Background: an optimization exercise with open tools, aiming at small area, a short achievable clock period and few clock cycles. Do not read the settings as production practice. The RTL was checked by simulation tests, not by an equivalence proof against the original design. Power is estimated from default activity; no workload was simulated.

$ cat config.mk
export PLATFORM = sky130hd
export DESIGN_NAME = kronos_top
export DESIGN_NICKNAME = kronos_top
export VERILOG_FILES = /design/flow/design.v
export SDC_FILE = /design/flow/constraint.sdc
export NUM_CORES = 4
export LEC_CHECK = 0
export CAP_MARGIN = 20
export CORE_MARGIN = 2
export CORE_UTILIZATION = 45
export PLACE_DENSITY = 0.6
export SLEW_MARGIN = 20
$ cat constraint.sdc
create_clock -name core_clock -period 10.0 [get_ports {clk}]
set_input_delay 2.0000 -clock core_clock [delete_from_list [all_inputs] [get_ports {clk}]]
set_output_delay 2.0000 -clock core_clock [all_outputs]
set_load 0.01 [all_outputs]
$ cat design.v
package kronos_types;
typedef logic [31:0] instr_t;
typedef struct packed {
    logic [31:0] pc;
    logic [31:0] ir;
} pipeIFID_t;
typedef struct packed {
    logic [31:0] pc;
    logic [31:0] ir;
    logic [31:0] op1;
    logic [31:0] op2;
    logic [31:0] addr;
    logic        basic;
    logic [3:0]  aluop;
    logic        regwr_alu;
    logic        jump;
    logic        branch;
    logic        load;
    logic        store;
    logic [3:0]  mask;
    logic        csr;
    logic        system;
    logic [1:0]  sysop;
    logic        illegal;
    logic        misaligned_jmp;
    logic        misaligned_ldst;
} pipeIDEX_t;
parameter logic [4:0] INSTR_LOAD  = 5'b00_000;
parameter logic [4:0] INSTR_STORE = 5'b01_000;
parameter logic [4:0] INSTR_BR    = 5'b11_000;
parameter logic [4:0] INSTR_JALR  = 5'b11_001;
parameter logic [4:0] INSTR_MISC  = 5'b00_011;
parameter logic [4:0] INSTR_JAL   = 5'b11_011;
parameter logic [4:0] INSTR_OPIMM = 5'b00_100;
parameter logic [4:0] INSTR_OP    = 5'b01_100;
parameter logic [4:0] INSTR_SYS   = 5'b11_100;
parameter logic [4:0] INSTR_AUIPC = 5'b00_101;
parameter logic [4:0] INSTR_LUI   = 5'b01_101;
parameter logic [3:0] ADD       = 4'b0000;
parameter logic [3:0] SUB       = 4'b1000;
parameter logic [3:0] SLT       = 4'b0010;
parameter logic [3:0] SLTU      = 4'b0011;
parameter logic [3:0] XOR       = 4'b0100;
parameter logic [3:0] OR        = 4'b0110;
parameter logic [3:0] AND       = 4'b0111;
parameter logic [3:0] SLL       = 4'b0001;
parameter logic [3:0] SRL       = 4'b0101;
parameter logic [3:0] SRA       = 4'b1101;
parameter logic [2:0] BEQ       = 3'b000;
parameter logic [2:0] BNE       = 3'b001;
parameter logic [2:0] BLT       = 3'b100;
parameter logic [2:0] BGE       = 3'b101;
parameter logic [2:0] BLTU      = 3'b110;
parameter logic [2:0] BGEU      = 3'b111;
parameter logic [1:0] EQ        = 2'b00;
parameter logic [1:0] LT        = 2'b01;
parameter logic [1:0] GT        = 2'b10;
parameter logic [1:0] BYTE      = 2'b00;
parameter logic [1:0] HALF      = 2'b01;
parameter logic [1:0] WORD      = 2'b10;
parameter logic [1:0] ECALL     = 2'b00;
parameter logic [1:0] EBREAK    = 2'b01;
parameter logic [1:0] MRET      = 2'b10;
parameter logic [1:0] WFI       = 2'b11;
parameter logic [31:0] ZERO   = 32'h0;
parameter logic [31:0] FOUR   = 32'h4;
parameter logic [3:0] SOFTWARE_INTERRUPT    = 4'd3;
parameter logic [3:0] TIMER_INTERRUPT       = 4'd7;
parameter logic [3:0] EXTERNAL_INTERRUPT    = 4'd11;
parameter logic [3:0] INSTR_ADDR_MISALIGNED = 4'd0;
parameter logic [3:0] ILLEGAL_INSTR         = 4'd2;
parameter logic [3:0] BREAKPOINT            = 4'd3;
parameter logic [3:0] LOAD_ADDR_MISALIGNED  = 4'd4;
parameter logic [3:0] STORE_ADDR_MISALIGNED = 4'd6;
parameter logic [3:0] ECALL_MACHINE         = 4'd11;
parameter logic [1:0]  CSR_RW       = 2'b01;
parameter logic [1:0]  CSR_RS       = 2'b10;
parameter logic [1:0]  CSR_RC       = 2'b11;
parameter logic [11:0] MSTATUS      = 12'h300;
parameter logic [11:0] MIE          = 12'h304;
parameter logic [11:0] MTVEC        = 12'h305;
parameter logic [11:0] MSCRATCH     = 12'h340;
parameter logic [11:0] MEPC         = 12'h341;
parameter logic [11:0] MCAUSE       = 12'h342;
parameter logic [11:0] MTVAL        = 12'h343;
parameter logic [11:0] MIP          = 12'h344;
parameter logic [11:0] MCYCLE       = 12'hB00;
parameter logic [11:0] MINSTRET     = 12'hB02;
parameter logic [11:0] MCYCLEH      = 12'hB80;
parameter logic [11:0] MINSTRETH    = 12'hB82;
parameter logic [1:0] PRIVILEGE_MACHINE = 2'b11;
parameter logic [1:0] DIRECT_MODE   = 2'b00;
endpackage
module kronos_counter64 #(
  parameter EN_COUNTERS = 1,
  parameter EN_COUNTERS64B = 1
)(
  input  logic        clk,
  input  logic        rstz,
  input  logic        incr,
  input  logic [31:0] load_data,
  input  logic        load_low,
  input  logic        load_high,
  output logic [63:0] count,
  output logic        count_vld
);
logic [31:0] count_low, count_high;
logic incr_high;
always_ff @(posedge clk) begin
  if (~rstz) begin
    count_low <= '0;
    count_high <= '0;
    incr_high <= 1'b0;
  end
  else begin
    incr_high <= 1'b0;
    if (load_low) count_low <= load_data;
    else if (load_high) count_high <= load_data;
    else begin
      if (incr) begin
        count_low <= count_low + 1'b1;
        incr_high <= count_low == '1;
      end
      if (incr_high) count_high <= count_high + 1'b1;
    end
  end
end
generate
  if (EN_COUNTERS) begin
    if (EN_COUNTERS64B) begin
      assign count = {count_high, count_low};
      assign count_vld = ~incr_high;
    end
    else begin
      assign count = {32'b0, count_low};
      assign count_vld = 1'b1;
    end
  end
  else begin
    assign count = '0;
    assign count_vld = 1'b1;
  end
endgenerate
endmodule
module kronos_alu
(
  input  logic [31:0] op1,
  input  logic [31:0] op2,
  input  logic [3:0]  aluop,
  output logic [31:0] result
);
function automatic logic [31:0] reverse_bits(input logic [31:0] value);
  logic [31:0] reversed_value;
  integer i;
  for (i = 0; i < 32; i = i + 1) begin
    reversed_value[i] = value[31 - i];
  end
  reverse_bits = reversed_value;
endfunction
logic cin, rev, uns;
logic [31:0] r_adder, r_and, r_or, r_xor, r_shift;
logic [31:0] adder_A, adder_B;
logic cout;
logic A_sign, B_sign, R_sign;
logic r_lt, r_ltu, r_comp;
logic [31:0] data;
logic [4:0] shamt;
logic shift_in;
logic [31:0] p0, p1, p2, p3, p4;
assign cin = aluop[3] || aluop[1];
assign rev = ~aluop[2];
assign uns = aluop[0];
always_comb begin
  adder_A = op1;
  adder_B = cin ? ~op2 : op2;
  /*verilator lint_off WIDTH*/
  {cout, r_adder} = {1'b0, adder_A} + {1'b0, adder_B} + cin;
  /*verilator lint_on WIDTH*/
end
always_comb begin
  r_and = op1 & op2;
  r_or  = op1 | op2;
  r_xor = op1 ^ op2;
end
always_comb begin
  A_sign = op1[31];
  B_sign = op2[31];
  R_sign = r_adder[31];
  case({A_sign, B_sign})
    2'b00: r_lt = R_sign;  
    2'b01: r_lt = 1'b0;    
    2'b10: r_lt = 1'b1;    
    2'b11: r_lt = R_sign;  
  endcase
  r_ltu = ~cout;
  r_comp = (uns) ? r_ltu : r_lt;
end
assign data = rev ? reverse_bits(op1) : op1;
assign shift_in = cin & op1[31];
assign shamt = op2[4:0];
assign p0 = shamt[0] ? {    shift_in  , data[31:1]} : data;
assign p1 = shamt[1] ? {{ 2{shift_in}}, p0[31:2]}   : p0;
assign p2 = shamt[2] ? {{ 4{shift_in}}, p1[31:4]}   : p1;
assign p3 = shamt[3] ? {{ 8{shift_in}}, p2[31:8]}   : p2;
assign p4 = shamt[4] ? {{16{shift_in}}, p3[31:16]}  : p3;
assign r_shift = rev ? reverse_bits(p4) : p4;
always_comb begin
  unique case(aluop)
    kronos_types::SLT,
    kronos_types::SLTU        : result = {31'b0, r_comp};
    kronos_types::XOR         : result = r_xor;
    kronos_types::OR          : result = r_or;
    kronos_types::AND         : result = r_and;
    kronos_types::SLL,
    kronos_types::SRL,
    kronos_types::SRA         : result = r_shift;
    default     : result = r_adder;  
  endcase
end
endmodule
module kronos_RF
(
  input  logic        clk,
  input  logic        rstz,
  input  logic [31:0] instr_data,
  input  logic        instr_vld,
  input  logic        fetch_rdy,
  output logic [31:0] immediate,
  output logic [31:0] regrd_rs1,
  output logic [31:0] regrd_rs2,
  output logic        regrd_rs1_en,
  output logic        regrd_rs2_en,
  input  logic [31:0] regwr_data,
  input  logic [4:0]  regwr_sel,
  input  logic        regwr_en
);
logic reg_vld, instr_rdy;
logic [4:0] reg_rs1, reg_rs2;
logic [31:0] IR;
logic [4:0] OP;
logic [4:0] rs1, rs2;
logic [2:0] funct3;
logic           ImmA;
logic [3:0]     ImmB;
logic [5:0]     ImmC;
logic           ImmD;
logic [7:0]     ImmE;
logic [11:0]    ImmF;
logic [31:0]    Imm;
logic sign;
logic format_I;
logic format_J;
logic format_S;
logic format_B;
logic format_U;
logic csr_regrd;
logic is_regrd_rs1_en;
logic is_regrd_rs2_en;
assign IR = instr_data;
assign OP = IR[6:2];
assign rs1 = IR[19:15];
assign rs2 = IR[24:20];
assign funct3 = IR[14:12];
assign sign = IR[31];
always_comb begin
  format_I = OP == kronos_types::INSTR_OPIMM || OP == kronos_types::INSTR_JALR || OP == kronos_types::INSTR_LOAD;
  format_J = OP == kronos_types::INSTR_JAL;
  format_S = OP == kronos_types::INSTR_STORE;
  format_B = OP == kronos_types::INSTR_BR;
  format_U = OP == kronos_types::INSTR_LUI || OP == kronos_types::INSTR_AUIPC;
  if (format_I) ImmA = IR[20];
  else if (format_S) ImmA = IR[7];
  else ImmA = 1'b0;  
  if (format_U) ImmB = 4'b0;
  else if (format_I || format_J) ImmB = IR[24:21];
  else ImmB = IR[11:8];  
  if (format_U) ImmC = 6'b0;
  else ImmC = IR[30:25];
  if (format_U) ImmD = 1'b0;
  else if (format_B) ImmD = IR[7];
  else if (format_J) ImmD = IR[20];
  else ImmD = sign;
  if (format_U || format_J) ImmE = IR[19:12];
  else ImmE = {8{sign}};
  if (format_U) ImmF = IR[31:20];
  else ImmF = {12{sign}};
end
assign Imm = {ImmF, ImmE, ImmD, ImmC, ImmB, ImmA};
assign csr_regrd = OP == kronos_types::INSTR_SYS && (funct3 == 3'b001
                                    || funct3 == 3'b010
                                    || funct3 == 3'b011);
assign is_regrd_rs1_en = OP == kronos_types::INSTR_OPIMM 
                || OP == kronos_types::INSTR_OP 
                || OP == kronos_types::INSTR_JALR 
                || OP == kronos_types::INSTR_BR
                || OP == kronos_types::INSTR_LOAD
                || OP == kronos_types::INSTR_STORE
                || csr_regrd;
assign is_regrd_rs2_en = OP == kronos_types::INSTR_OP 
                || OP == kronos_types::INSTR_BR
                || OP == kronos_types::INSTR_STORE;
logic [31:0] REG [32]  ;
always_ff @(posedge clk) begin
  if (~rstz) begin
    reg_vld <= 1'b0;
  end
  else begin
    if (instr_vld && instr_rdy) begin
      reg_vld <= 1'b1;
      immediate <= Imm;
      if (rs1 == 0) regrd_rs1 <= '0;
      else if (regwr_en && rs1 == regwr_sel) regrd_rs1 <= regwr_data;
      else regrd_rs1 <= REG[rs1];
      if (rs2 == 0) regrd_rs2 <= '0;
      else if (regwr_en && rs2 == regwr_sel) regrd_rs2 <= regwr_data;
      else regrd_rs2 <= REG[rs2];
      regrd_rs1_en <= is_regrd_rs1_en;
      regrd_rs2_en <= is_regrd_rs2_en;
      reg_rs1 <= rs1;
      reg_rs2 <= rs2;
    end
    else if (reg_vld && regwr_en) begin
      if (reg_rs1 == regwr_sel) regrd_rs1 <= regwr_data;
      if (reg_rs2 == regwr_sel) regrd_rs2 <= regwr_data;
    end
    else if (reg_vld && fetch_rdy) begin
      reg_vld <= 1'b0;
    end
  end
end
assign instr_rdy = ~reg_vld | fetch_rdy;
always_ff @(posedge clk) begin
  if (regwr_en) REG[regwr_sel] <= regwr_data;
end
logic _unused = &{1'b0
    , IR[1:0]
};
endmodule
module kronos_hcu 
(
  input  logic        clk,
  input  logic        rstz,
  input  logic        flush,
  input  logic [31:0] instr,
  input  logic        regrd_rs1_en,
  input  logic        regrd_rs2_en,
  input  logic        fetch_vld,
  input  logic        fetch_rdy,
  input  logic        decode_vld,
  input  logic        decode_rdy,
  input  logic [4:0]  regwr_sel,
  input  logic        regwr_en,
  input  logic        regwr_pending,
  output logic        stall
);
logic [4:0] OP;
logic [4:0] rs1, rs2, rd;
logic [2:0] funct3;
logic is_reg_write, csr_regwr;
logic rs1_hazard, rs2_hazard;
logic [4:0] rpend;
assign OP = instr[6:2];
assign rs1 = instr[19:15];
assign rs2 = instr[24:20];
assign rd  = instr[11: 7];
assign funct3 = instr[14:12];
assign is_reg_write = (rd != '0) &&  (OP == kronos_types::INSTR_LUI
                    || OP == kronos_types::INSTR_AUIPC
                    || OP == kronos_types::INSTR_JAL
                    || OP == kronos_types::INSTR_JALR
                    || OP == kronos_types::INSTR_OPIMM 
                    || OP == kronos_types::INSTR_OP
                    || OP == kronos_types::INSTR_LOAD
                    || csr_regwr);
assign csr_regwr = OP == kronos_types::INSTR_SYS && (funct3 == 3'b001
                    || funct3 == 3'b010
                    || funct3 == 3'b011
                    || funct3 == 3'b101
                    || funct3 == 3'b110
                    || funct3 == 3'b111);
assign rs1_hazard = regrd_rs1_en & regwr_pending & rpend == rs1;
assign rs2_hazard = regrd_rs2_en & regwr_pending & rpend == rs2;
assign stall = (rs1_hazard | rs2_hazard) & ~(regwr_en & ~(decode_vld && decode_rdy));
always_ff @(posedge clk) begin
    if(fetch_vld && fetch_rdy) begin
      rpend <= rd;
    end
end
logic _unused = &{1'b0
    , instr[1:0]
    , instr[31:25]
};
endmodule
module kronos_IF
#(
  parameter logic [31:0] BOOT_ADDR = 32'h0,
  parameter FAST_BRANCH = 0
)(
  input  logic        clk,
  input  logic        rstz,
  output logic [31:0] instr_addr,
  input  logic [31:0] instr_data,
  output logic        instr_req,
  input  logic        instr_ack,
  output kronos_types::pipeIFID_t   fetch,
  output logic [31:0] immediate,
  output logic [31:0] regrd_rs1,
  output logic [31:0] regrd_rs2,
  output logic        regrd_rs1_en,
  output logic        regrd_rs2_en,
  output logic        fetch_vld,
  input  logic        fetch_rdy,
  input logic [31:0]  branch_target,
  input logic         branch,
  input  logic [31:0] regwr_data,
  input  logic [4:0]  regwr_sel,
  input  logic        regwr_en
);
logic [31:0] pc, pc_last;
logic [31:0] skid_buffer;
logic pipe_rdy;
logic instr_vld;
logic [31:0] next_instr;
enum logic [1:0] {
  INIT,
  FETCH,
  MISS,
  STALL
} state, next_state;
always_ff @(posedge clk) begin
  if (~rstz) begin
    pc <= BOOT_ADDR;
    pc_last <= '0;
  end
  else if (branch) begin
    if (FAST_BRANCH) begin
      pc <= branch_target + 32'h4;
      pc_last <= branch_target;
    end
    else begin
      pc <= branch_target;
    end
  end
  else if (next_state == FETCH) begin
    pc <= pc + 32'h4;
    pc_last <= pc;
  end
end
always_ff @(posedge clk) begin
  if (~rstz) state <= INIT;
  else if (branch) state <= FAST_BRANCH ? FETCH : INIT;
  else state <= next_state;
end
always_comb begin
  next_state = state;
  /*verilator lint_off CASEINCOMPLETE*/
  unique case (state)
    INIT: next_state = FETCH;
    FETCH:
      if (instr_ack) begin
        if (pipe_rdy) next_state = FETCH;
        else next_state = STALL;
      end
      else next_state = MISS;
    MISS: if (instr_ack) begin
      if (pipe_rdy) next_state = FETCH;
      else next_state = STALL;
    end
    STALL: if (fetch_rdy) next_state = FETCH;
  endcase  
  /*verilator lint_on CASEINCOMPLETE*/
end
always_ff @(posedge clk) begin
  if (~rstz) begin
    fetch_vld <= '0;
  end
  else begin
    if (branch) begin
      fetch_vld <= 1'b0;
    end
    else if ((state == FETCH || state == MISS) && instr_ack) begin
      if (pipe_rdy) begin
        fetch.pc <= pc_last;
        fetch.ir <= instr_data;
        fetch_vld <= 1'b1;
      end
      else begin
        skid_buffer <= instr_data;
      end
    end
    else if (state == STALL && fetch_rdy) begin
      fetch.pc <= pc_last;
      fetch.ir <= skid_buffer;
      fetch_vld <= 1'b1;
    end
    else if (fetch_vld && fetch_rdy) begin
      fetch_vld <= 1'b0;
    end
  end
end
assign pipe_rdy = ~fetch_vld || fetch_rdy;
always_comb begin
  if (FAST_BRANCH & branch) instr_addr = branch_target;
  else instr_addr = ((state == FETCH || state == MISS) && ~instr_ack) ? pc_last : pc;
end
assign instr_req = 1'b1;
always_comb begin
  if ((state == FETCH || state == MISS) && instr_ack && pipe_rdy) begin
    instr_vld = 1'b1;
    next_instr = instr_data;
  end
  else if (state == STALL && fetch_rdy) begin
    instr_vld = 1'b1;
    next_instr = skid_buffer;
  end
  else begin
    instr_vld = 1'b0;
    next_instr = instr_data;
  end
end
kronos_RF u_rf (
  .clk         (clk         ),
  .rstz        (rstz        ),
  .instr_data  (next_instr  ),
  .instr_vld   (instr_vld   ),
  .fetch_rdy   (fetch_rdy   ),
  .immediate   (immediate   ),
  .regrd_rs1   (regrd_rs1   ),
  .regrd_rs2   (regrd_rs2   ),
  .regrd_rs1_en(regrd_rs1_en),
  .regrd_rs2_en(regrd_rs2_en),
  .regwr_data  (regwr_data  ),
  .regwr_sel   (regwr_sel   ),
  .regwr_en    (regwr_en    )
);
endmodule
module kronos_ID
#(
  parameter CATCH_ILLEGAL_INSTR = 1,
  parameter CATCH_MISALIGNED_JMP = 1,
  parameter CATCH_MISALIGNED_LDST = 1
)(
  input  logic        clk,
  input  logic        rstz,
  input  logic        flush,
  input  kronos_types::pipeIFID_t   fetch,
  input  logic [31:0] immediate,
  input  logic [31:0] regrd_rs1,
  input  logic [31:0] regrd_rs2,
  input  logic        regrd_rs1_en,
  input  logic        regrd_rs2_en,
  input  logic        fetch_vld,
  output logic        fetch_rdy,
  output kronos_types::pipeIDEX_t   decode,
  output logic        decode_vld,
  input  logic        decode_rdy,
  input  logic [31:0] regwr_data,
  input  logic [4:0]  regwr_sel,
  input  logic        regwr_en,
  input  logic        regwr_pending
);
logic [31:0] IR, PC;
logic [4:0] OP;
logic [6:0] opcode;
logic [4:0] rs1, rs2, rd;
logic [2:0] funct3;
logic [6:0] funct7;
logic [1:0] data_size;
logic [31:0] op1, op2;
logic [3:0] aluop;
logic regwr_alu;
logic branch;
logic csr;
logic [1:0] sysop;
logic is_fencei;
logic illegal;
logic instr_valid;
logic illegal_opcode;
logic [31:0] addr, base, offset;
logic misaligned_jmp;
logic misaligned_ldst;
logic [3:0] mask;
logic [1:0] byte_addr;
logic [3:0][7:0] sdata, store_data;
logic rs1_forward, rs2_forward;
logic [31:0] rs1_data, rs2_data;
logic stall;
assign IR = fetch.ir;
assign PC = fetch.pc;
assign opcode = IR[6:0];
assign OP = opcode[6:2];
assign rs1 = IR[19:15];
assign rs2 = IR[24:20];
assign rd  = IR[11: 7];
assign funct3 = IR[14:12];
assign funct7 = IR[31:25];
assign data_size = funct3[1:0];
assign illegal_opcode = opcode[1:0] != 2'b11;
assign regwr_alu = (rd != '0) && (OP == kronos_types::INSTR_LUI
                    || OP == kronos_types::INSTR_AUIPC
                    || OP == kronos_types::INSTR_JAL
                    || OP == kronos_types::INSTR_JALR
                    || OP == kronos_types::INSTR_OPIMM 
                    || OP == kronos_types::INSTR_OP);
assign rs1_forward = regwr_en & (regwr_sel == rs1);
assign rs2_forward = regwr_en & (regwr_sel == rs2);
assign rs1_data = rs1_forward ? regwr_data : regrd_rs1;
assign rs2_data = rs2_forward ? regwr_data : regrd_rs2;
always_comb begin
  instr_valid = 1'b0;
  is_fencei = 1'b0;
  sysop = 2'b0;
  csr = 1'b0;
  aluop = kronos_types::ADD;
  op1 = PC;
  op2 = kronos_types::FOUR;
  base = PC;
  offset = kronos_types::FOUR;
  byte_addr = addr[1:0];
  sdata = rs2_data;
  case(byte_addr)
    2'b00: store_data = sdata;
    2'b01: store_data = {sdata[2:0], sdata[3]};
    2'b10: store_data = {sdata[1:0], sdata[3:2]};
    2'b11: store_data = {sdata[0]  , sdata[3:1]};
  endcase
  if (OP == kronos_types::INSTR_STORE) begin
    if (data_size == kronos_types::BYTE) mask = 4'h1 << byte_addr;
    else if (data_size == kronos_types::HALF) mask = byte_addr[1] ? 4'hC : 4'h3;
    else mask = 4'hF;
  end
  else begin
    mask = 4'hF;
  end
  /*verilator lint_off CASEINCOMPLETE*/
  unique case(OP)
    kronos_types::INSTR_LUI: begin
      op1 = kronos_types::ZERO;
      op2 = immediate;
      instr_valid = 1'b1;
    end
    kronos_types::INSTR_AUIPC: begin
      op2 = immediate;
      instr_valid = 1'b1;
    end
    kronos_types::INSTR_JAL: begin
      op2 = kronos_types::FOUR;
      offset = immediate;
      instr_valid = 1'b1;
    end
    kronos_types::INSTR_JALR: begin
      op2 = kronos_types::FOUR;
      base = rs1_data;
      offset = immediate;
      instr_valid = funct3 == 3'b000;
    end
    kronos_types::INSTR_BR: begin
      offset = immediate;
      case(funct3)
        kronos_types::BEQ,
        kronos_types::BNE,
        kronos_types::BLT,
        kronos_types::BGE,
        kronos_types::BLTU,
        kronos_types::BGEU:
          instr_valid  = 1'b1;
      endcase  
    end
    kronos_types::INSTR_LOAD: begin
      base = rs1_data;
      offset = immediate;
      case(funct3)
        3'b000,  
        3'b001,  
        3'b010,  
        3'b100,  
        3'b101:  
          instr_valid = 1'b1;
      endcase  
    end
    kronos_types::INSTR_STORE: begin
      op2 = store_data;
      base = rs1_data;
      offset = immediate;
      case(funct3)
        3'b000,  
        3'b001,  
        3'b010:  
          instr_valid = 1'b1;
      endcase  
    end
    kronos_types::INSTR_OPIMM: begin
      if (funct3 == 3'b001 || funct3 == 3'b101) aluop = {funct7[5], funct3};
      else aluop = {1'b0, funct3};
      op1 = rs1_data;
      op2 = immediate;
      case(funct3)
        3'b000,  
        3'b010,  
        3'b011,  
        3'b100,  
        3'b110,  
        3'b111:  
          instr_valid = 1'b1;
        3'b001: begin  
          if (funct7 == 7'd0) instr_valid = 1'b1;
        end
        3'b101: begin  
          if (funct7 == 7'd0) instr_valid = 1'b1;
          else if (funct7 == 7'd32) instr_valid = 1'b1;
        end
      endcase  
    end
    kronos_types::INSTR_OP: begin
      aluop = {funct7[5], funct3};
      op1 = rs1_data;
      op2 = rs2_data;
      case(funct3)
        3'b000: begin  
          if (funct7 == 7'd0) instr_valid = 1'b1;
          else if (funct7 == 7'd32) instr_valid = 1'b1;
        end
        3'b001: begin  
          if (funct7 == 7'd0) instr_valid = 1'b1;
        end
        3'b010: begin  
          if (funct7 == 7'd0) instr_valid = 1'b1;
        end
        3'b011: begin  
          if (funct7 == 7'd0) instr_valid = 1'b1;
        end
        3'b100: begin  
          if (funct7 == 7'd0) instr_valid = 1'b1;
        end
        3'b101: begin  
          if (funct7 == 7'd0) instr_valid = 1'b1;
          else if (funct7 == 7'd32) instr_valid = 1'b1;
        end
        3'b110: begin  
          if (funct7 == 7'd0) instr_valid = 1'b1;
        end
        3'b111: begin  
          if (funct7 == 7'd0) instr_valid = 1'b1;
        end
      endcase  
    end
    kronos_types::INSTR_MISC: begin
      case(funct3)
        3'b000: begin  
          if (funct7[6:3] == '0 && rs1 == '0 && rd =='0) instr_valid = 1'b1;
        end
        3'b001: begin  
          if (IR[31:20] == 12'b0 && rs1 == '0 && rd =='0) begin
            is_fencei = 1'b1;
            instr_valid = 1'b1;
          end
        end
      endcase  
    end
    kronos_types::INSTR_SYS: begin
      unique case(funct3)
        3'b000: begin
          if (rs1 == '0 && rd =='0) begin
            if (IR[31:20] == 12'h000) begin  
              sysop = kronos_types::ECALL;
              instr_valid = 1'b1;
            end
            else if (IR[31:20] == 12'h001) begin  
              sysop = kronos_types::EBREAK;
              instr_valid = 1'b1;
            end
            else if (IR[31:20] == 12'h302) begin  
              sysop = kronos_types::MRET;
              instr_valid = 1'b1;
            end
            else if (IR[31:20] == 12'h105) begin  
              sysop = kronos_types::WFI;
              instr_valid = 1'b1;
            end
          end
        end
        3'b001,        
        3'b010,        
        3'b011: begin  
          op1 = rs1_data;
          csr = 1'b1;
          instr_valid = 1'b1;
        end
        3'b101,        
        3'b110,        
        3'b111: begin  
          csr = 1'b1;
          instr_valid = 1'b1;
        end
      endcase  
    end
    default: begin
    end
  endcase  
  /*verilator lint_on CASEINCOMPLETE*/
end
assign illegal = CATCH_ILLEGAL_INSTR ? (~instr_valid | illegal_opcode) : 1'b0;
kronos_agu #(
  .CATCH_MISALIGNED_JMP (CATCH_MISALIGNED_JMP),
  .CATCH_MISALIGNED_LDST(CATCH_MISALIGNED_LDST)
) u_agu (
  .instr          (IR             ),
  .base           (base           ),
  .offset         (offset         ),
  .addr           (addr           ),
  .misaligned_jmp (misaligned_jmp ),
  .misaligned_ldst(misaligned_ldst)
);
kronos_branch u_branch (
  .op    (funct3  ),
  .rs1   (rs1_data),
  .rs2   (rs2_data),
  .branch(branch  )
);
kronos_hcu u_hcu (
  .clk          (clk          ),
  .rstz         (rstz         ),
  .flush        (flush        ),
  .instr        (IR           ),
  .regrd_rs1_en (regrd_rs1_en ),
  .regrd_rs2_en (regrd_rs2_en ),
  .fetch_vld    (fetch_vld    ),
  .fetch_rdy    (fetch_rdy    ),
  .decode_vld   (decode_vld   ),
  .decode_rdy   (decode_rdy   ),
  .regwr_sel    (regwr_sel    ),
  .regwr_en     (regwr_en     ),
  .regwr_pending(regwr_pending),
  .stall        (stall        )
);
always_ff @(posedge clk) begin
  if (~rstz) begin
    decode_vld <= 1'b0;
  end
  else begin
    if (flush) begin
      decode_vld <= 1'b0;
    end
    else if(fetch_vld && fetch_rdy) begin
      decode_vld <= 1'b1;
      decode.pc <= PC;
      decode.ir <= IR;
      decode.basic <= OP == kronos_types::INSTR_LUI
                    || OP == kronos_types::INSTR_AUIPC
                    || OP == kronos_types::INSTR_OPIMM
                    || OP == kronos_types::INSTR_OP
                    || OP == kronos_types::INSTR_BR
                    || OP == kronos_types::INSTR_JAL
                    || OP == kronos_types::INSTR_JALR
                    || OP == kronos_types::INSTR_MISC;
      decode.aluop <= aluop;
      decode.regwr_alu <= regwr_alu;
      decode.op1 <= op1;
      decode.op2 <= op2;
      decode.addr <= addr;
      decode.jump <= OP == kronos_types::INSTR_JAL || OP == kronos_types::INSTR_JALR || is_fencei;
      decode.branch <= branch && OP == kronos_types::INSTR_BR;
      decode.load <= OP == kronos_types::INSTR_LOAD; 
      decode.store <= OP == kronos_types::INSTR_STORE;
      decode.mask  <= mask;
      decode.csr <= csr;
      decode.system <= OP == kronos_types::INSTR_SYS && ~csr;
      decode.sysop <= sysop;
      decode.illegal <= illegal;
      decode.misaligned_jmp <= misaligned_jmp;
      decode.misaligned_ldst <= misaligned_ldst;
    end
    else if (decode_vld && decode_rdy) begin
      decode_vld <= 1'b0;
    end
  end
end
assign fetch_rdy = (~decode_vld | decode_rdy) & ~stall;
endmodule
module kronos_csr
#(
  parameter logic [31:0]  BOOT_ADDR = 32'h0,
  parameter EN_COUNTERS = 1,
  parameter EN_COUNTERS64B = 1
)(
  input  logic        clk,
  input  logic        rstz,
  input  kronos_types::pipeIDEX_t   decode,
  input  logic        csr_vld,
  output logic        csr_rdy,
  output logic [31:0] csr_data,
  output logic        regwr_csr,
  input  logic        instret,
  input  logic        activate_trap,
  input  logic        return_trap,
  input  logic [31:0] trap_cause,
  input  logic [31:0] trap_value,
  output logic [31:0] trap_handle,
  output logic        trap_jump,
  input  logic        software_interrupt,
  input  logic        timer_interrupt,
  input  logic        external_interrupt,
  output logic        core_interrupt,
  output logic [3:0]  core_interrupt_cause
);
logic [2:0] funct3;
logic [11:0] addr;
logic [4:0] zimm, rd;
logic [31:0] wr_data;
logic [31:0] csr_rd_data, csr_wr_data;
logic csr_rd_vld, csr_wr_vld;
logic csr_rd_en, csr_wr_en;
struct packed {
  logic [1:0] mpp;
  logic mpie;
  logic mie;
} mstatus;
struct packed {
  logic meie;
  logic mtie;
  logic msie;
} mie;
struct packed {
  logic meip;
  logic mtip;
  logic msip;
} mip;
struct packed {
  logic [29:0] base;
  logic [1:0] mode;
} mtvec;
logic [31:0] mscratch, mepc, mcause, mtval;
logic mcycle_wrenl, mcycle_wrenh;
logic mcycle_rd_vld;
logic [63:0] mcycle;
logic minstret_wrenl, minstret_wrenh;
logic minstret_rd_vld;
logic [63:0] minstret;
enum logic [1:0] {
  IDLE,
  READ,
  WRITE
} state, next_state;
assign addr = decode.ir[31-:12];
assign funct3 = decode.ir[14:12];
assign rd = decode.ir[11:7];
assign zimm = decode.ir[19:15];
assign wr_data = funct3[2] ? {27'b0, zimm} : decode.op1;
assign csr_rdy = state == WRITE;
always_ff @(posedge clk) begin
  if (~rstz) state <= IDLE;
  else state <= next_state;
end
always_comb begin
  next_state = state;
  /*verilator lint_off CASEINCOMPLETE*/
  unique case (state)
    IDLE: if (csr_vld && decode.csr) next_state = READ;
    READ: if (csr_rd_vld) next_state = WRITE;
    WRITE: next_state = IDLE;
  endcase  
  /*verilator lint_on CASEINCOMPLETE*/
end
always_ff @(posedge clk) begin
  if (~rstz) begin
    csr_wr_vld <= 1'b0;
    regwr_csr <= 1'b0;
  end
  else if (state == IDLE && csr_vld && decode.csr) begin
    csr_wr_vld <= ~((funct3 == 3'b010 || funct3 == 3'b011) && zimm == '0);
    regwr_csr <= rd != '0;
  end
  else if (state == WRITE) begin
    regwr_csr <= 1'b0;
  end
end
assign csr_rd_vld = mcycle_rd_vld && minstret_rd_vld;
assign csr_rd_en = state == READ && csr_rd_vld;
assign csr_wr_en = state == WRITE && csr_wr_vld;
always_ff @(posedge clk) begin
  if (csr_rd_en) csr_data <= csr_rd_data;
end
always_ff @(posedge clk) begin
  if (~rstz) trap_jump <= 1'b0;
  else if (activate_trap) begin
    trap_jump <= 1'b1;
    trap_handle <= mtvec;  
  end
  else if (return_trap) begin
    trap_jump <= 1'b1;
    trap_handle <= mepc;
  end
  else trap_jump <= 1'b0;
end
always_comb begin
  csr_rd_data  = '0;
  /*verilator lint_off CASEINCOMPLETE*/
  case(addr)
    kronos_types::MSTATUS : begin
      csr_rd_data[3]    = mstatus.mie; 
      csr_rd_data[7]    = mstatus.mpie;
      csr_rd_data[12:11]= mstatus.mpp;
    end
    kronos_types::MIE : begin
      csr_rd_data[3]  = mie.msie; 
      csr_rd_data[7]  = mie.mtie;
      csr_rd_data[11] = mie.meie;
    end
    kronos_types::MTVEC     : csr_rd_data = mtvec;
    kronos_types::MSCRATCH  : csr_rd_data = mscratch;
    kronos_types::MEPC      : csr_rd_data = mepc;
    kronos_types::MCAUSE    : csr_rd_data = mcause;
    kronos_types::MTVAL     : csr_rd_data = mtval;
    kronos_types::MIP : begin
      csr_rd_data[3]  = mip.msip; 
      csr_rd_data[7]  = mip.mtip;
      csr_rd_data[11] = mip.meip;
    end
    kronos_types::MCYCLE    : csr_rd_data = mcycle[31:0];
    kronos_types::MINSTRET  : csr_rd_data = minstret[31:0];
    kronos_types::MCYCLEH   : csr_rd_data = mcycle[63:32];
    kronos_types::MINSTRETH : csr_rd_data = minstret[63:32];
  endcase  
  /*verilator lint_on CASEINCOMPLETE*/
end
always_comb begin
  case (funct3[1:0])
    kronos_types::CSR_RS: csr_wr_data = csr_data | wr_data;
    kronos_types::CSR_RC: csr_wr_data = csr_data & ~wr_data;
    default: csr_wr_data = wr_data;
  endcase
end
always_ff @(posedge clk) begin
  if (~rstz) begin
    mstatus.mie <= 1'b0;
    mstatus.mpie <= 1'b0;
    mstatus.mpp <= kronos_types::PRIVILEGE_MACHINE;  
    mip <= '0;
    mie <= '0;
    mtvec.base <= BOOT_ADDR[31:2];
    mtvec.mode <= kronos_types::DIRECT_MODE;  
  end
  else begin
    if (csr_wr_en) begin
      /*verilator lint_off CASEINCOMPLETE*/
      case (addr)
        kronos_types::MSTATUS: begin
          mstatus.mie <= csr_wr_data[3];
          mstatus.mpie <= csr_wr_data[7];
        end
        kronos_types::MIE: begin
          mie.msie <= csr_wr_data[3];
          mie.mtie <= csr_wr_data[7];
          mie.meie <= csr_wr_data[11];
        end
        kronos_types::MTVEC: begin
          mtvec.base <= csr_wr_data[31:2];
        end
        kronos_types::MSCRATCH: mscratch <= csr_wr_data;
        kronos_types::MEPC: mepc <= {csr_wr_data[31:2], 2'b00};
        kronos_types::MCAUSE: mcause <= csr_wr_data;
        kronos_types::MTVAL: mtval <= csr_wr_data;
      endcase  
      /*verilator lint_on CASEINCOMPLETE*/
    end
    else if (activate_trap) begin
      mstatus.mie <= 1'b0;
      mstatus.mpie <= mstatus.mie;
      mepc <= {decode.pc[31:2], 2'b00};
      mcause <= trap_cause;
      mtval <= trap_value;
    end
    else if (return_trap) begin
      mstatus.mie <= mstatus.mpie;
      mstatus.mpie <= 1'b1;
    end
    mip.msip <= software_interrupt & mstatus.mie & mie.msie;
    mip.mtip <= timer_interrupt    & mstatus.mie & mie.mtie;
    mip.meip <= external_interrupt & mstatus.mie & mie.meie;
  end
end
always_ff @(posedge clk) begin
  if (~rstz) begin
    core_interrupt <= 1'b0;
  end
  else begin
    core_interrupt <= |{mip};
    if (mip.meip)
      core_interrupt_cause <= kronos_types::EXTERNAL_INTERRUPT;
    else if (mip.msip) 
      core_interrupt_cause <= kronos_types::SOFTWARE_INTERRUPT;
    else if (mip.mtip) 
      core_interrupt_cause <= kronos_types::TIMER_INTERRUPT;
  end
end
assign mcycle_wrenl = csr_wr_en && addr == kronos_types::MCYCLE;
assign mcycle_wrenh = csr_wr_en && addr == kronos_types::MCYCLEH;
kronos_counter64 #(
  .EN_COUNTERS   (EN_COUNTERS),
  .EN_COUNTERS64B(EN_COUNTERS64B)
) u_hpmcounter0 (
  .clk      (clk          ),
  .rstz     (rstz         ),
  .incr     (1'b1         ),
  .load_data(csr_wr_data  ),
  .load_low (mcycle_wrenl ),
  .load_high(mcycle_wrenh ),
  .count    (mcycle       ),
  .count_vld(mcycle_rd_vld)
);
assign minstret_wrenl = csr_wr_en && addr == kronos_types::MINSTRET;
assign minstret_wrenh = csr_wr_en && addr == kronos_types::MINSTRETH;
kronos_counter64 #(
  .EN_COUNTERS   (EN_COUNTERS),
  .EN_COUNTERS64B(EN_COUNTERS64B)
) u_hpmcounter1 (
  .clk      (clk            ),
  .rstz     (rstz           ),
  .incr     (instret        ),
  .load_data(csr_wr_data    ),
  .load_low (minstret_wrenl ),
  .load_high(minstret_wrenh ),
  .count    (minstret       ),
  .count_vld(minstret_rd_vld)
);
logic _unused = &{1'b0
  , decode
};
endmodule
module kronos_lsu
(
  input  kronos_types::pipeIDEX_t   decode,
  input  logic        lsu_vld,
  output logic        lsu_rdy,
  output logic [31:0] load_data,
  output logic        regwr_lsu,
  output logic [31:0] data_addr,
  input  logic [31:0] data_rd_data,
  output logic [31:0] data_wr_data,
  output logic [3:0]  data_mask,
  output logic        data_wr_en,
  output logic        data_req,
  input  logic        data_ack
);
logic [4:0] rd;
logic [1:0] byte_addr;
logic [1:0] data_size;
logic load_uns;
logic [3:0][7:0] ldata;
logic [31:0] word_data, half_data, byte_data;
assign byte_addr = decode.addr[1:0];
assign data_size = decode.ir[13:12];
assign load_uns = decode.ir[14];
assign rd  = decode.ir[11:7];
assign data_addr = {decode.addr[31:2], 2'b0};
assign data_wr_data = decode.op2;
assign data_mask = decode.mask;
assign data_wr_en = lsu_vld && decode.store && ~data_ack;
assign data_req = lsu_vld && (decode.load | decode.store) && ~data_ack;
assign lsu_rdy = data_ack;
assign regwr_lsu = decode.load && rd != '0;
assign ldata = data_rd_data;
always_comb begin
  case(byte_addr)
    2'b00: word_data = ldata;
    2'b01: word_data = {ldata[0]  , ldata[3:1]};
    2'b10: word_data = {ldata[1:0], ldata[3:2]};
    2'b11: word_data = {ldata[2:0], ldata[3]};
  endcase
end
always_comb begin
  if (load_uns) byte_data = {24'b0, word_data[7:0]};
  else byte_data = {{24{word_data[7]}}, word_data[7:0]};
  if (load_uns) half_data = {16'b0, word_data[15:0]};
  else half_data = {{16{word_data[15]}}, word_data[15:0]};
end
always_comb begin
  if (data_size == kronos_types::BYTE) load_data = byte_data;
  else if (data_size == kronos_types::HALF) load_data = half_data;
  else load_data = word_data;
end
logic _unused = &{1'b0
  , decode
};
endmodule
module kronos_branch 
(
  input  logic [2:0]  op,
  input  logic [31:0] rs1,
  input  logic [31:0] rs2,
  output logic        branch
);
logic uns;
logic eq, lt;
assign uns = op[1];
assign eq = rs1 == rs2;
assign lt = uns ? (rs1 < rs2) : ($signed(rs1) < $signed(rs2));
always_comb begin
  unique case (op)
    kronos_types::BEQ: branch = eq;
    kronos_types::BNE: branch = ~eq;
    kronos_types::BGE,
    kronos_types::BGEU: branch = ~lt;
    default: branch = lt;  
  endcase  
end
endmodule
module kronos_agu
#(
  parameter CATCH_MISALIGNED_JMP = 1,
  parameter CATCH_MISALIGNED_LDST = 1
)(
  input  logic [31:0] instr,
  input  logic [31:0] base,
  input  logic [31:0] offset,
  output logic [31:0] addr,
  output logic        misaligned_jmp,
  output logic        misaligned_ldst
);
logic [4:0] OP;
logic [1:0] data_size;
logic align;
logic [31:0] addr_raw;
logic [1:0] byte_addr;
assign OP = instr[6:2];
assign data_size = instr[13:12];
assign align = OP == kronos_types::INSTR_JALR;
always_comb begin
  addr_raw = base + offset;
  addr[31:1] = addr_raw[31:1];
  addr[0] = ~align & addr_raw[0];
end
assign byte_addr = addr[1:0];
generate
  if (CATCH_MISALIGNED_JMP) begin
    assign misaligned_jmp = (OP == kronos_types::INSTR_JAL || OP == kronos_types::INSTR_JALR || OP == kronos_types::INSTR_BR)
                        && byte_addr != 2'b00;
  end
  else begin
    assign misaligned_jmp = 1'b0;
  end
endgenerate
generate
  if (CATCH_MISALIGNED_LDST) begin
    always_comb begin
      if (OP == kronos_types::INSTR_LOAD || OP == kronos_types::INSTR_STORE) begin
        if (data_size == kronos_types::WORD && byte_addr != 2'b00) misaligned_ldst = 1'b1;
        else if (data_size == kronos_types::HALF && byte_addr[0] != 1'b0) misaligned_ldst = 1'b1;
        else misaligned_ldst = 1'b0;
      end
      else misaligned_ldst = 1'b0;
    end
  end
  else begin
    assign misaligned_ldst = 1'b0;
  end
endgenerate
logic _unused = &{1'b0
  , instr[31:14]
  , instr[11:7]
  , instr[1:0]
};
endmodule
module kronos_EX
#(
  parameter logic [31:0]  BOOT_ADDR = 32'h0,
  parameter EN_COUNTERS = 1,
  parameter EN_COUNTERS64B = 1
)(
  input  logic        clk,
  input  logic        rstz,
  input  kronos_types::pipeIDEX_t   decode,
  input  logic        decode_vld,
  output logic        decode_rdy,
  output logic [31:0] regwr_data,
  output logic [4:0]  regwr_sel,
  output logic        regwr_en,
  output logic        regwr_pending,
  output logic [31:0] branch_target,
  output logic        branch,
  output logic [31:0] data_addr,
  input  logic [31:0] data_rd_data,
  output logic [31:0] data_wr_data,
  output logic [3:0]  data_mask,
  output logic        data_wr_en,
  output logic        data_req,
  input  logic        data_ack,
  input  logic        software_interrupt,
  input  logic        timer_interrupt,
  input  logic        external_interrupt
);
logic [31:0] result;
logic [4:0] rd;
logic instr_vld;
logic instr_jump;
logic basic_rdy;
logic lsu_vld, lsu_rdy;
logic [31:0] load_data;
logic regwr_lsu;
logic csr_vld,csr_rdy;
logic [31:0] csr_data;
logic regwr_csr;
logic instret;
logic core_interrupt;
logic [3:0] core_interrupt_cause;
logic exception;
logic activate_trap, return_trap;
logic [31:0] trap_cause, trap_handle, trap_value;
logic trap_jump;
logic regwr_pending_firstcycle, regwr_pending_later;
enum logic [2:0] {
  STEADY,
  LSU,
  CSR,
  TRAP,
  RETURN,
  WFINTR,
  JUMP
} state, next_state;
assign rd  = decode.ir[11:7];
always_ff @(posedge clk) begin
  if (~rstz) state <= STEADY;
  else state <= next_state;
end
always_comb begin
  next_state = state;
  /*verilator lint_off CASEINCOMPLETE*/
  unique case (state)
    STEADY: if (decode_vld) begin
      if (core_interrupt) next_state = TRAP;
      else if (exception) next_state = TRAP;
      else if (decode.system) begin
        unique case (decode.sysop)
          kronos_types::ECALL,
          kronos_types::EBREAK: next_state = TRAP;
          kronos_types::MRET  : next_state = RETURN;
          kronos_types::WFI   : next_state = WFINTR;
        endcase
      end
      else if (decode.load || decode.store) next_state = LSU;
      else if (decode.csr) next_state = CSR;
    end
    LSU: if (lsu_rdy) next_state = STEADY;
    CSR: if (csr_rdy) next_state = STEADY;
    WFINTR: if (core_interrupt) next_state = TRAP;
    TRAP: next_state = JUMP;
    RETURN: next_state = JUMP;
    JUMP: if (trap_jump) next_state = STEADY;
  endcase  
  /*verilator lint_on CASEINCOMPLETE*/
end
assign instr_vld = decode_vld && state == STEADY && ~exception && ~core_interrupt;
assign basic_rdy = instr_vld && decode.basic;
assign decode_rdy = |{basic_rdy, lsu_rdy, csr_rdy};
kronos_alu u_alu (
  .op1   (decode.op1  ),
  .op2   (decode.op2  ),
  .aluop (decode.aluop),
  .result(result      )
);
assign lsu_vld = instr_vld || state == LSU;
kronos_lsu u_lsu (
  .decode      (decode      ),
  .lsu_vld     (lsu_vld     ),
  .lsu_rdy     (lsu_rdy     ),
  .load_data   (load_data   ),
  .regwr_lsu   (regwr_lsu   ),
  .data_addr   (data_addr   ),
  .data_rd_data(data_rd_data),
  .data_wr_data(data_wr_data),
  .data_mask   (data_mask   ),
  .data_wr_en  (data_wr_en  ),
  .data_req    (data_req    ),
  .data_ack    (data_ack    )
);
assign regwr_pending_firstcycle = (decode_vld && decode_rdy) & (decode.regwr_alu | regwr_lsu | regwr_csr);
assign regwr_pending = regwr_pending_firstcycle | (~(decode_vld && decode_rdy) && regwr_pending_later);
always_ff @(posedge clk) begin
  if (~rstz) begin
    regwr_en <= 1'b0;
    regwr_pending_later <= 1'b0;
  end
  else begin
    regwr_sel <= rd;
    if (decode_vld && decode_rdy)
      regwr_pending_later <= (regwr_lsu && ~lsu_rdy) | (regwr_csr && ~csr_rdy);
    if (instr_vld && decode.regwr_alu) begin
      regwr_en <= 1'b1;
      regwr_data <= result;
    end
    else if (lsu_rdy && regwr_lsu) begin
      regwr_pending_later <= 1'b0;
      regwr_en <= 1'b1;
      regwr_data <= load_data;
    end
    else if (csr_rdy && regwr_csr) begin
      regwr_pending_later <= 1'b0;
      regwr_en <= 1'b1;
      regwr_data <= csr_data;
    end
    else begin
      regwr_en <= 1'b0;
    end
  end
end
assign branch_target = trap_jump ? trap_handle : decode.addr;
assign instr_jump =  decode.jump || decode.branch;
assign branch = (instr_vld && instr_jump) || trap_jump;
assign exception = decode.illegal || decode.misaligned_ldst || (instr_jump && decode.misaligned_jmp);
always_ff @(posedge clk) begin
  if (decode_vld && state == STEADY) begin
    if (core_interrupt) begin
      trap_cause <= {1'b1, 27'b0, core_interrupt_cause};
      trap_value <= '0;
    end
    else if (decode.illegal) begin
      trap_cause <= {28'b0, kronos_types::ILLEGAL_INSTR};
      trap_value <= decode.ir;
    end
    else if (decode.misaligned_jmp && instr_jump) begin
      trap_cause <= {28'b0, kronos_types::INSTR_ADDR_MISALIGNED};
      trap_value <= decode.addr;
    end
    else if (decode.misaligned_ldst && decode.load) begin
      trap_cause <= {28'b0, kronos_types::LOAD_ADDR_MISALIGNED};
      trap_value <= decode.addr;
    end
    else if (decode.misaligned_ldst && decode.store) begin
      trap_cause <= {28'b0, kronos_types::STORE_ADDR_MISALIGNED};
      trap_value <= decode.addr;
    end
    else if (decode.sysop == kronos_types::ECALL) begin
      trap_cause <= {28'b0, kronos_types::ECALL_MACHINE};
      trap_value <= '0;
    end
    else if (decode.sysop == kronos_types::EBREAK) begin
      trap_cause <= {28'b0, kronos_types::BREAKPOINT};
      trap_value <= decode.pc;
    end
  end
  else if (state == WFINTR) begin
    if (core_interrupt) begin
      trap_cause <= {1'b1, 27'b0, core_interrupt_cause};
      trap_value <= '0;
    end
  end
end
assign csr_vld = instr_vld || state == CSR;
kronos_csr #(
  .BOOT_ADDR     (BOOT_ADDR     ),
  .EN_COUNTERS   (EN_COUNTERS   ),
  .EN_COUNTERS64B(EN_COUNTERS64B)
) u_csr (
  .clk                 (clk                 ),
  .rstz                (rstz                ),
  .decode              (decode              ),
  .csr_vld             (csr_vld             ),
  .csr_rdy             (csr_rdy             ),
  .csr_data            (csr_data            ),
  .regwr_csr           (regwr_csr           ),
  .instret             (instret             ),
  .activate_trap       (activate_trap       ),
  .return_trap         (return_trap         ),
  .trap_cause          (trap_cause          ),
  .trap_value          (trap_value          ),
  .trap_handle         (trap_handle         ),
  .trap_jump           (trap_jump           ),
  .software_interrupt  (software_interrupt  ),
  .timer_interrupt     (timer_interrupt     ),
  .external_interrupt  (external_interrupt  ),
  .core_interrupt      (core_interrupt      ),
  .core_interrupt_cause(core_interrupt_cause)
);
assign activate_trap = state == TRAP;
assign return_trap = state == RETURN;
always_ff @(posedge clk) begin
  if (~rstz) instret <= 1'b0;
  else instret <= (decode_vld && decode_rdy)
              || (decode.system && trap_jump);
end
endmodule
module kronos_core 
#(
  parameter logic [31:0]  BOOT_ADDR = 32'h0,
  parameter FAST_BRANCH = 1,
  parameter EN_COUNTERS = 1,
  parameter EN_COUNTERS64B = 1,
  parameter CATCH_ILLEGAL_INSTR = 1,
  parameter CATCH_MISALIGNED_JMP = 1,
  parameter CATCH_MISALIGNED_LDST = 1
)(
  input  logic        clk,
  input  logic        rstz,
  output logic [31:0] instr_addr,
  input  logic [31:0] instr_data,
  output logic        instr_req,
  input  logic        instr_ack,
  output logic [31:0] data_addr,
  input  logic [31:0] data_rd_data,
  output logic [31:0] data_wr_data,
  output logic [3:0]  data_mask,
  output logic        data_wr_en,
  output logic        data_req,
  input  logic        data_ack,
  input  logic        software_interrupt,
  input  logic        timer_interrupt,
  input  logic        external_interrupt
);
logic [31:0] immediate;
logic [31:0] regrd_rs1;
logic [31:0] regrd_rs2;
logic regrd_rs1_en;
logic regrd_rs2_en;
logic [31:0] branch_target;
logic branch;
logic [31:0] regwr_data;
logic [4:0] regwr_sel;
logic regwr_en;
logic flush;
kronos_types::pipeIFID_t fetch;
kronos_types::pipeIDEX_t decode;
logic fetch_vld, fetch_rdy;
logic decode_vld, decode_rdy;
logic regwr_pending;
kronos_IF #(
  .BOOT_ADDR(BOOT_ADDR),
  .FAST_BRANCH(FAST_BRANCH)
) u_if (
  .clk          (clk          ),
  .rstz         (rstz         ),
  .instr_addr   (instr_addr   ),
  .instr_data   (instr_data   ),
  .instr_req    (instr_req    ),
  .instr_ack    (instr_ack    ),
  .fetch        (fetch        ),
  .immediate    (immediate    ),
  .regrd_rs1    (regrd_rs1    ),
  .regrd_rs2    (regrd_rs2    ),
  .regrd_rs1_en (regrd_rs1_en ),
  .regrd_rs2_en (regrd_rs2_en ),
  .fetch_vld    (fetch_vld    ),
  .fetch_rdy    (fetch_rdy    ),
  .branch_target(branch_target),
  .branch       (branch       ),
  .regwr_data   (regwr_data   ),
  .regwr_sel    (regwr_sel    ),
  .regwr_en     (regwr_en     )
);
kronos_ID #(
  .CATCH_ILLEGAL_INSTR(CATCH_ILLEGAL_INSTR),
  .CATCH_MISALIGNED_JMP(CATCH_MISALIGNED_JMP),
  .CATCH_MISALIGNED_LDST(CATCH_MISALIGNED_LDST)
) u_id (
  .clk           (clk          ),
  .rstz          (rstz         ),
  .flush         (flush        ),
  .fetch         (fetch        ),
  .immediate     (immediate    ),
  .regrd_rs1     (regrd_rs1    ),
  .regrd_rs2     (regrd_rs2    ),
  .regrd_rs1_en  (regrd_rs1_en ),
  .regrd_rs2_en  (regrd_rs2_en ),
  .fetch_vld     (fetch_vld    ),
  .fetch_rdy     (fetch_rdy    ),
  .decode        (decode       ),
  .decode_vld    (decode_vld   ),
  .decode_rdy    (decode_rdy   ),
  .regwr_data    (regwr_data   ),
  .regwr_sel     (regwr_sel    ),
  .regwr_en      (regwr_en     ),
  .regwr_pending (regwr_pending)
);
kronos_EX #(
  .BOOT_ADDR     (BOOT_ADDR),
  .EN_COUNTERS   (EN_COUNTERS),
  .EN_COUNTERS64B(EN_COUNTERS64B)
) u_ex (
  .clk               (clk               ),
  .rstz              (rstz              ),
  .decode            (decode            ),
  .decode_vld        (decode_vld        ),
  .decode_rdy        (decode_rdy        ),
  .regwr_data        (regwr_data        ),
  .regwr_sel         (regwr_sel         ),
  .regwr_en          (regwr_en          ),
  .regwr_pending     (regwr_pending     ),
  .branch_target     (branch_target     ),
  .branch            (branch            ),
  .data_addr         (data_addr         ),
  .data_rd_data      (data_rd_data      ),
  .data_wr_data      (data_wr_data      ),
  .data_mask         (data_mask         ),
  .data_wr_en        (data_wr_en        ),
  .data_req          (data_req          ),
  .data_ack          (data_ack          ),
  .software_interrupt(software_interrupt),
  .timer_interrupt   (timer_interrupt   ),
  .external_interrupt(external_interrupt)
);
assign flush = branch;
endmodule
module kronos_top (
  input  logic        clk,
  input  logic        rstz,
  output logic [31:0] instr_addr,
  input  logic [31:0] instr_data,
  output logic        instr_req,
  input  logic        instr_ack,
  output logic [31:0] data_addr,
  input  logic [31:0] data_rd_data,
  output logic [31:0] data_wr_data,
  output logic [3:0]  data_mask,
  output logic        data_wr_en,
  output logic        data_req,
  input  logic        data_ack
);
kronos_core #(
  .BOOT_ADDR            (32'h0),
  .FAST_BRANCH          (1),
  .EN_COUNTERS          (1),
  .EN_COUNTERS64B       (1),
  .CATCH_ILLEGAL_INSTR  (1),
  .CATCH_MISALIGNED_JMP (1),
  .CATCH_MISALIGNED_LDST(1)
) u_core (
  .clk               (clk         ),
  .rstz              (rstz        ),
  .instr_addr        (instr_addr  ),
  .instr_data        (instr_data  ),
  .instr_req         (instr_req   ),
  .instr_ack         (instr_ack   ),
  .data_addr         (data_addr   ),
  .data_rd_data      (data_rd_data),
  .data_wr_data      (data_wr_data),
  .data_mask         (data_mask   ),
  .data_wr_en        (data_wr_en  ),
  .data_req          (data_req    ),
  .data_ack          (data_ack    ),
  .software_interrupt(1'b0        ),
  .timer_interrupt   (1'b0        ),
  .external_interrupt(1'b0        )
);
endmodule
$ cat run.sh
#!/bin/bash
# synth_recipe.tcl (not shown) runs the flow's synth.tcl, then flattens the netlist and writes it again
# the make line also repeats each setting of config.mk as NAME=value (left out here)
make -C /OpenROAD-flow-scripts/flow DESIGN_CONFIG=/design/flow/config.mk WORK_HOME=/design/flow/orfs CLKGATE_MAP_FILE= SYNTH_SCRIPT=/design/flow/synth_recipe.tcl finish
==> flow_summary.yaml <==
status:
  outcome: "finished clean"
synthesis:
  synth_ff_type: "edfxtp_1"
  synth_edf_count: 1675
  ys_types: 101
  syn_avg_cell_area_um2: 11.8
  syn_area_um2: 102000
  syn_inst: 8613
  ys_async_sr_fraction: 0
  synth_seq_area_share: 0.541
  ys_ff_latch: 1920
  yosysWarnings: 11
setup_path:
  crit_chain: "clkdlybuf4s50_1 -> nand2b_2 -> nand2_1 -> a21oi_1 -> a21oi_1 -> o21ai_0 -> clkdlybuf4s50_1"
  cp_data_required_time_ns: 8.00
  cp_num_buf_inv: 2
  cp_max_fo: 28
  path_class: "in2out"
  cp.arrival_ns: 4.95
  path_delay_family: "buffers and inverters"
  worst_setup_path_start_kind: "input port"
  max_stage_delay_ns: 0.72
  cp-end-kind: "output pin"
  cp_slowest_cell: "nand2b_2"
global_routing:
  track_usage: 0.329
  antenna_found_initial: 23
  grt_max_degree: 161
  grt_overflow: 0
  grt_pass1_wl_um: 545000
  grt_pass1_vias: 74300
sta:
  setup_tns_ns: 0
  max_slew_margin: 0.0798
  tightest_slew_ns: 1.34
  setup_viol: 0
  finalHoldViolCount: 0
  max_freq_mhz: 144
  skew_ns: 0.0825
  final_max_slew_viol_count: 0
  finalCritPeriodShare: 0.695
  rsz0062_at_grt: "false"
  final.min_clock_period_ns: 6.95
cts:
  cts_root_buffer: "clkbuf_16"
  cts_buffers: 201
  clk_latency_ns: 0.91
  post_cts_resized: 0
  postCtsSetupBuffers: 0
  cts.path.max_buffers: 3
  clkTransAtPathRegs_ns: 0.06
  cts_hold_buf: 0
  cts_tree: "done"
  cts_sinks: 1920
  htreeDepth: 4
drt:
  viasPerCell: 6.73
  totalWireLength_um: 390000
  wl_per_cell_um: 33.4
  postRouteAntennaNets: 0
  drtIter0Drc: 11700
  dr.pass1.iters: 9
  vias: 78600
  drc: 0
layout:
  mostFrequentLayoutCells: "1675 x edfxtp_1, 791 x nand2_1, 545 x nor2_1"
  drive_above_1_share: 0.135
  area_growth_pct: 11.4
  largestRegisters: "u_core.u_if.u_rf.REG (1024), u_core.u_id.decode (181), u_core.u_if.fetch (64)"
  regMostFlops: "u_core.u_if.u_rf.REG"
  nNetsFinal: 8748
  largest_reg_flops: 1024
  post-route-util: 0.505
  final_common_cell: "edfxtp_1"
die:
  initial_core_util: 0.453
  die_h_um: 480
  pin_count: 171
  die_area_um2: 230000
  placementRows: 174
  die_x_um: 480
  placeableCoreArea_um2: 225000
pwr:
  powerDensity_nw_per_um2: 170
  total_power_uw: 19300
  p_leak_uw: 0.0382
  vdd_drop_max_uv: 181
run:
  max_cap_violations: 0
place:
  dp_hpwl_um: 251000
  io_buffers: 167
  gp_congestion: 0.993
hold_path:
  hold_class: "reg2reg"
Yosys cell counts, drive strengths merged, types with 116 or more instances:
| master | number | share of area |
|---|---|---|
| nand2 | 802 | 0.030 |
| clkbuf | 445 | 0.016 |
| a211oi | 421 | 0.031 |
| o21ai | 393 | 0.019 |
| mux4 | 306 | 0.068 |
| buf | 258 | 0.015 |
| inv | 196 | 0.0072 |
| mux2i | 372 | 0.037 |
| xnor2 | 119 | 0.010 |
| ha | 172 | 0.021 |
| nor2 | 600 | 0.022 |
| mux2 | 167 | 0.018 |
| dfxtp | 245 | 0.048 |
| nor2b | 163 | 0.010 |
| a21o | 116 | 0.0085 |
| and2 | 213 | 0.013 |
| nor3 | 132 | 0.0067 |
| edfxtp | 1675 | 0.49 |
| a22oi | 187 | 0.014 |
| a21oi | 438 | 0.021 |
logic make-up (layout without fill, tap and decap cells):
| logic type | after synthesis | after routing | synth area share |
|---|---|---|---|
| xor gates and xnor gates | 178 | 178 | 0.0153 |
| muxes | 845 | 845 | 0.123 |
| and+or+nand+nor | 2341 | 2341 | 0.108 |
| DFF | 1920 | 1920 | 0.541 |
| AOI/OAI and AO/OA | 2249 | 2249 | 0.151 |
| buffers and inverters | 904 | 970 | 0.0388 |
| adders and majority gates | 174 | 174 | 0.0215 |
| other | 2 | 11 | 0.0000737 |
worst register-to-register path, stage by stage (launching register included):
cell and delay, ns:
edfxtp_1 0.91, xnor2_1 0.21, nand4_1 0.14, nor3_2 0.19
buf_4 0.51, mux2i_1 0.94, a21oi_1 0.18, ha_1 0.42
a21oi_1 0.18, nor2b_1 0.06, o21ai_0 0.17, nand2_1 0.10
a2111oi_0 0.44, nor2_1 0.23, a31oi_1 0.32, o21ai_0 0.23
and3_1 0.20, nor3_1 0.59
final timing paths:
kind,from,endpoint,slack [ns],depth (start not counted)
max,instr_ack,instr_addr[4],3.05,7
max reg2reg,u_core.u_ex.regwr_sel[4],u_core.u_id.decode[52],3.71,17
min,u_core.u_if.fetch[27],u_core.u_id.decode[144],0.44,0
min reg2reg,u_core.u_if.fetch[27],u_core.u_id.decode[144],0.44,0
power by group:
part | leakage (uW) | internal (uW) | switching (uW)
clock | 0.00327 | 4350 | 3340
combinational | 0.0178 | 835 | 1590
sequential | 0.0171 | 8960 | 262
total | 0.0382 | 14200 | 5190
area by class of cell:
cell class | instances | area, um^2
Fill cell | 19500 | 112000
Sequential cell | 1920 | 55200
Multi-Input combinational cell | 5790 | 43500
Clock buffer | 260 | 5350
Tap cell | 2992 | 3740
Timing Repair Buffer | 392 | 3620
Clock inverter | 117 | 1380
Inverter | 201 | 785
Antenna cell | 8 | 20.0
per-stage QoR:
| step | instances | hold WS (ns) | cell area, um^2 | setup WS (ns) |
|---|---|---|---|---|
| CTS | 11700 | 0.456 | 113000 | 3.16 |
| global placement | 11300 | 0.433 | 107000 | 2.72 |
| detailed placement | 11300 | 0.435 | 107000 | 2.63 |
| finish | 11700 | 0.444 | 114000 | 3.05 |
| global route | 11700 | 0.463 | 114000 | 3.04 |
| floorplan | 8614 | 0.417 | 102000 | 2.30 |
layer usage:
layer	vias up	part of all wire	track usage
li1	33000	-	-
met1	39300	0.36	0.411
met2	5116	0.46	0.517
met3	1128	0.10	0.0706
met4	14	0.076	0.217
met5	-	0.00023	0
Testbench counts, summed over its fixed seeds: cycles 119,675.

==> separate check: timing with driven ports <==
In the flow no input, the clock included, has a driving cell. The finished layout below was timed again as built, in two steps. Step 1, drivers: a clkbuf_16 drives clk and a buf_2 each remaining input, both assumed. Step 2 times the ports against the registers' clock, not the clock port: input delays grow and output delays shrink by t, the midpoint of the rising clock arrivals with the driver on. Three values: no drivers, after step 1, after step 2; two values: the first two.
shift t [ns]: 0.957
setup WS [ns]: 3.054 / 3.032 / 2.347
worst hold slack (ns): 0.444 / 0.444 / 0.444
After both steps this run still meets setup and hold. For this run, drivers alone change the setup slack by -0.022 ns; drivers and shift together by -0.707 ns.
